What follows belongs to an exercise in optimizing a design on an open flow for small area, a short achievable clock period and few clock cycles; a production flow would make more cautious choices.
Only simulation tests tie the RTL to the original design; equivalence was not proved.

==> v32 <==
// top_module
module top_module(clk,rst,mem_addr,mem_wdata,mem_rdata,mem_rd,mem_wr,mem_ready);
export LEC_CHECK = 0
export ABC_AREA = 1
export CAP_MARGIN = 20
export CORE_MARGIN = 2
export CORE_UTILIZATION = 55
export CTS_BUF_LIST = sky130_fd_sc_hd__clkbuf_8
export CTS_CLUSTER_DIAMETER = 60
export CTS_CLUSTER_SIZE = 14
export SLEW_MARGIN = 20
export SYNTH_MEMORY_MAX_BITS = 16384
create_clock -name core_clock -period 12.0 [get_ports {clk}]
standard.sh (not shown) runs the stock make flow with config.mk's settings and CLKGATE_MAP_FILE= SYNTH_SCRIPT=/design/flow/synth_recipe.tcl, a recipe that flattens the netlist after the stock synthesis.
==> flow/flow/run.sh <==
#!/bin/bash
# Layout flow: the standard flow, with timing repair aimed below the period
# (repair_timing's setup margin) and plain buffers on the ports; the constraints
# are the standard flow's, unchanged.
bash standard.sh SETUP_SLACK_MARGIN=8.0 "BUFFER_PORTS_ARGS=-buffer_cell sky130_fd_sc_hd__buf_2" finish > standard.log 2>&1
==> inputs of v20, as changes to v32 <==
--- a/flow/design.v
+++ b/flow/design.v
@@ -102,38 +102,33 @@
     if (!rst) begin
       sF <= 1'b1; sW <= 1'b0; sJ <= 1'b0; sD1 <= 1'b0; sD2 <= 1'b0; sSW <= 1'b0; sJR <= 1'b0; sJ2 <= 1'b0;
       xp <= 1'b0; pinc <= 1'b0;
       PC <= 16'd0;
       fS <= 1'b0; fZ <= 1'b0; fV <= 1'b0; fC <= 1'b0;
       vld <= 8'd0;
-      psel <= 8'd0; qsel <= 8'd0;
     end else begin
       xp <= 1'b0;
       pinc <= 1'b0;
       if (x_fl) begin
         fS <= res[15]; fZ <= zr;
         fC <= arith & sum[16]; fV <= arith & ovf;
       end
       vld <= vldn;
       if (pinc) PC <= adr;                        
       if (sF & done) begin
-        psel <= (8'b1 << ((dn[6] | n_jr) ? mem_rdata[2:0] : mem_rdata[8:6])) & vldn;
-        qsel <= (8'b1 << (n_two ? mem_rdata[5:3] : mem_rdata[2:0])) & vldn;
         PC <= adr;
         sF <= ~(n_two | n_jr);
         xp <= n_x1;
         sW <= n_two & ~dn[7];
         sJ <= dn[7];
         sJR <= n_jr;
       end
       if (sJ & (done | ~cond)) begin
         PC <= adr; sJ <= 1'b0; sF <= 1'b1;
       end
       if (sW & done) begin
-        psel <= (8'b1 << rd) & vldn;
-        qsel <= (8'b1 << rd) & vldn;
         sW <= 1'b0;
         if (i_mem) begin
           pinc <= 1'b1;
           if (i_ind) sD1 <= 1'b1;
           else if (i_st) sSW <= 1'b1;
           else sD2 <= 1'b1;
@@ -161,12 +156,19 @@
       if (sJR) begin
         sJR <= 1'b0; sF <= 1'b1; PC <= adr;
       end
     end
   end
   always @(posedge clk) begin
+    if (sF & done) begin
+      psel <= (8'b1 << ((dn[6] | n_jr) ? mem_rdata[2:0] : mem_rdata[8:6])) & vldn;
+      qsel <= (8'b1 << (n_two ? mem_rdata[5:3] : mem_rdata[2:0])) & vldn;
+    end else if (sW & done) begin
+      psel <= (8'b1 << rd) & vldn;
+      qsel <= (8'b1 << rd) & vldn;
+    end
     if (sF & done) IR <= mem_rdata;
     if (sW & done & (i_mem | i_jal)) MDR <= adr;
     else if ((sW | sD1 | sD2) & done) MDR <= mem_rdata;
   end
   wire [15:0] wdat = res;
   always @(posedge clk) begin
==> flow/flow/run.sh (replaced) <==
#!/bin/bash
# Layout flow: the standard flow, with timing repair aimed below the period
# (repair_timing's setup margin) and plain buffers on the ports; the constraints
# are the standard flow's, unchanged.
bash standard.sh SETUP_SLACK_MARGIN=7.25 "BUFFER_PORTS_ARGS=-buffer_cell sky130_fd_sc_hd__buf_2" finish > standard.log 2>&1
--- a/flow/config.mk
+++ b/flow/config.mk
@@ -5,12 +5,12 @@
 export SDC_FILE = /design/flow/constraint.sdc
 export NUM_CORES = 4
 export LEC_CHECK = 0
 export ABC_AREA = 1
 export CAP_MARGIN = 20
 export CORE_MARGIN = 2
-export CORE_UTILIZATION = 55
+export CORE_UTILIZATION = 70
 export CTS_BUF_LIST = sky130_fd_sc_hd__clkbuf_8
 export CTS_CLUSTER_DIAMETER = 60
 export CTS_CLUSTER_SIZE = 14
 export SLEW_MARGIN = 20
 export SYNTH_MEMORY_MAX_BITS = 16384
==> inputs of v39, as changes to v32 <==
--- a/flow/design.v
+++ b/flow/design.v
@@ -73,16 +73,13 @@
   wire [15:0] B = b_mdr ? MDR : P;
   wire [15:0] Bx = B ^ {16{sub}};
   wire [16:0] sum = {1'b0, A} + {1'b0, Bx} + {16'd0, sub};
   wire ovf = (A[15] == Bx[15]) & (sum[15] != A[15]);
   wire [15:0] res = f_and ? (A & B) : f_or ? (A | B) : sum[15:0];
   wire arith = ~(f_and | f_or);
-  wire [15:0] hs = A ^ Bx;
-  wire [15:0] kc = {A[14:0] | Bx[14:0], sub};
-  wire zsum = ~|(hs ^ kc);
-  wire zr = f_and ? ~|(A & B) : f_or ? ~|(A | B) : zsum;
+  wire zr = ~|res;
   wire x_wr = xp & (i_ldi | i_mov | i_ld | i_neg | i_jal | (i_alu & fn != 3'b100));
   wire x_fl = xp & i_alu;
   wire ea  = sW & i_mem;
   wire xp_ = ea | sJR;                            
   wire rm  = ea | sJ2 | (sJ & cond);
   wire cin = ~xp_;
==> flow/flow/run.sh (replaced) <==
#!/bin/bash
# Layout flow: the standard flow, with timing repair aimed below the period
# (repair_timing's setup margin) and plain buffers on the ports; the constraints
# are the standard flow's, unchanged.
bash standard.sh SETUP_SLACK_MARGIN=7.5 "BUFFER_PORTS_ARGS=-buffer_cell sky130_fd_sc_hd__buf_2" finish > standard.log 2>&1
==> flow/config.mk (replaced) <==
export PLATFORM = sky130hd
export DESIGN_NAME = top_module
export DESIGN_NICKNAME = top_module
export VERILOG_FILES = /design/flow/design.v
export SDC_FILE = /design/flow/constraint.sdc
export NUM_CORES = 4
export LEC_CHECK = 0
export CAP_MARGIN = 20
export CORE_MARGIN = 2
export CORE_UTILIZATION = 70
export CTS_BUF_LIST = sky130_fd_sc_hd__clkbuf_8
export CTS_CLUSTER_DIAMETER = 60
export CTS_CLUSTER_SIZE = 14
export SLEW_MARGIN = 20
export SYNTH_MEMORY_MAX_BITS = 16384
==> summary of the runs <==
Worst hold slack: v20 is lower than v32 (0.015 ns). In v32 the non-clock buffer count is higher than in v39, by 49. In count of clock-buffer cells in the layout, v39 and v20 do not differ. Global-route usage, lowest first: v32, v39, v20.
Testbench counts of v32, summed over its fixed seeds: cycles 7,362.
Testbench counts of v20, summed over its fixed seeds: cycles 7,362.
Testbench counts of v39, summed over its fixed seeds: cycles 7,362.

-- separate check: timing with driven ports --
The results above use ideal ports. As a check the final layouts listed here were re-extracted and re-timed, cells and wires unchanged. Step 1, drivers: a clkbuf_16 drives clk and a buf_2 each remaining input, both assumed. Step 2, shift: input delay + t, output delay - t, t = (earliest + latest rising clock arrival at the registers) / 2. This alone moves slack from input paths to output paths. Slacks: ideal / step 1 / step 2; pairs: ideal / step 1.
run | shift t [ns] | slack for setup (ns) | worst register clock-pin slew, ns | cell pins on the clock port's net
v32 | 0.622 | 7.501 / 7.455 / 6.999 | 0.10 / 0.10 | 1
v20 | 0.591 | 7.317 / 7.274 / 6.812 | 0.10 / 0.10 | 1
v39 | 0.587 | 6.390 / 6.390 / 6.190 | 0.10 / 0.10 | 1
After both steps every run listed still meets setup and hold. The setup slack of v20, which loses most, moves by -0.043 ns with the drivers and by -0.505 ns with both steps.
